This design comes from an exercise in tuning for small area and a short achievable clock period on the open sky130 flow, not from production work.
In this exercise RTL edits were held to simulation tests only and were not proved equivalent to the original.
Power and IR drop assume default switching activity.

the previous run:
==> flow/design.v (excerpt) <==
module Datapath(Clk,Instruction,zero,PCNow,PCNext4,Reset,NewPC,Jump,PCWrite,writedataa,readdata1,readdata2,
	DMemAddress,DMemWrite,DMemRead,DMemReadData);
    input         Clk;
    input         Reset, Jump, PCWrite;
    input  [63:0] NewPC;
    output [63:0] writedataa, readdata1, readdata2;
    output [63:0] PCNext4, PCNow;
    input  [31:0] Instruction;
    output        zero;
    output [63:0] DMemAddress;
    output        DMemWrite, DMemRead;
    input  [31:0] DMemReadData;
    wire [6:0] opc = Instruction[6:0];
    wire [4:0] rs1 = Instruction[19:15];
    wire [4:0] rs2 = Instruction[24:20];
    wire [4:0] rd  = Instruction[11:7];
    wire Branch, MemRead, MemToReg, MemWrite, ALUSrc, RegWrite;
    wire [1:0] ALUOp;
    Control_Unit cu(opc, Branch, MemRead, ALUOp, MemToReg, MemWrite, ALUSrc, RegWrite);
    wire [2:0] Operation;
    ALU_CU alucu(Operation, Instruction[14:12], Instruction[30], ALUOp);
    wire sub     = Operation[2];
    wire sel_sum = Operation[1] & (Operation[2] | ~Operation[0]);
    wire sel_and = ~Operation[2] & ~Operation[1] & ~Operation[0];
    wire sel_or  = ~Operation[2] & ~Operation[1] &  Operation[0];
    wire isI = (opc == 7'b0010011) | (opc == 7'b0000011);
    wire isB = (opc == 7'b1100011);
    wire isS = (opc == 7'b0100011);
    wire [11:0] imm12 = isB ? {Instruction[31], Instruction[7], Instruction[30:25], Instruction[11:8]} :
                        isS ? {Instruction[31:25], Instruction[11:7]} :
                        isI ? Instruction[31:20] : 12'd0;
    wire immsign = (isI | isB | isS) & Instruction[31];
    wire [63:0] imm = {{52{immsign}}, imm12};
    wire [63:0] wd_rf;
    reg [63:0] rf [0:31];
    always @(posedge Clk)
        if (RegWrite) rf[rd] <= wd_rf;
    wire [31:0] s1, s2;
    genvar k, b;
    generate for (k = 0; k < 32; k = k + 1) begin : dec
        assign s1[k] = rs1 == k;
        assign s2[k] = rs2 == k;
  ...
Size in the first run: about 520 I/O pins, about 93000 µm² of cells after synthesis.
clock: 90.0 ns
lec_check: 0
cap_margin: 20
core_margin: 2
core_utilization: 55
cts_buf_list: sky130_fd_sc_hd__clkbuf_16
cts_cluster_diameter: 100
cts_cluster_size: 25
slew_margin: 20
synth_hierarchical: 1
standard.sh (not shown) runs the stock make flow with config.mk's settings and CLKGATE_MAP_FILE= SYNTH_SCRIPT=/design/flow/synth_recipe.tcl, a recipe that flattens the netlist after the stock synthesis.
==> flow/flow/run.sh <==
#!/bin/bash
# The standard layout with two changes to how it is made (the clock,
# SDC and design are unchanged):
#  - ports are buffered with buf_1 instead of the delay buffer buffer_ports
#    picks by default (the resizer upsizes the ones that need it);
#  - repair_timing is asked for 48 ns of setup slack, so the input-to-output
#    paths get sized and buffered for speed instead of being left at 0 margin.
set -euo pipefail
bash standard.sh \
  "BUFFER_PORTS_ARGS=-buffer_cell sky130_fd_sc_hd__buf_1" \
  SETUP_SLACK_MARGIN=48 \
  finish > standard.log 2>&1
Input changes introduced in the current run (baseline for comparison: the previous run):
Settings: a change of CORE_UTILIZATION from 55 to 45.
--- a/flow/flow/run.sh
+++ b/flow/flow/run.sh
@@ -5,3 +5,3 @@
 #    picks by default (the resizer upsizes the ones that need it);
-#  - repair_timing is asked for 48 ns of setup slack, so the input-to-output
+#  - repair_timing is asked for 49 ns of setup slack, so the input-to-output
 #    paths get sized and buffered for speed instead of being left at 0 margin.
@@ -10,3 +10,3 @@
   "BUFFER_PORTS_ARGS=-buffer_cell sky130_fd_sc_hd__buf_1" \
-  SETUP_SLACK_MARGIN=48 \
+  SETUP_SLACK_MARGIN=49 \
   finish > standard.log 2>&1
==> comparison <==
The previous run reports its slowest cell on the critical path as sky130_fd_sc_hd__a222oi_1 while the current run reports sky130_fd_sc_hd__nor2_2.
Compared with the previous run, the current run shows a lower number of detailed-routing iterations run before antenna repair.
In the current run the critical path depth turned out 4 lower than in the previous run.
Cell count after placement (the current run over the previous run): increase, 5.4%
The previous run → the current run: utilization went down by 9.3 points; sequential share of layout area saw a decrease; wire length of the first global-routing pass higher; count of clock-buffer cells in the layout grew by 4.0%.
Re total power: the previous run and the current run aren't equal, and the lower value belongs to the previous run.

## afterwards: timing with drivers on the ports
The flow's constraints put no driver on any port. The routed layouts listed below were extracted and timed again, unchanged, in two steps. Step 1, drivers: a clkbuf_16 drives Clk and a buf_2 each remaining input, both assumed. Step 2 adds t to the input delays and takes it off the output delays; t is the mean of the earliest and latest rising clock arrival at the registers after step 1. Input paths then give back, and output paths get back, about the clock's delay inside the block. Three values: no drivers, after step 1, after step 2; two values: the first two.
run | shift t [ns] | slack for setup (ns) | worst hold slack (ns) | pins driven straight from the clock port
the previous run | 0.873 | 47.843 / 47.794 / 47.583 | 0.592 / 0.592 / 0.592 | 1
the current run | 0.904 | 48.778 / 48.600 / 48.385 | 0.601 / 0.601 / 0.601 | 1
After both steps setup and hold are still met in every run listed. For the current run, which loses most, drivers alone change the setup slack by -0.178 ns; drivers and shift together by -0.393 ns.
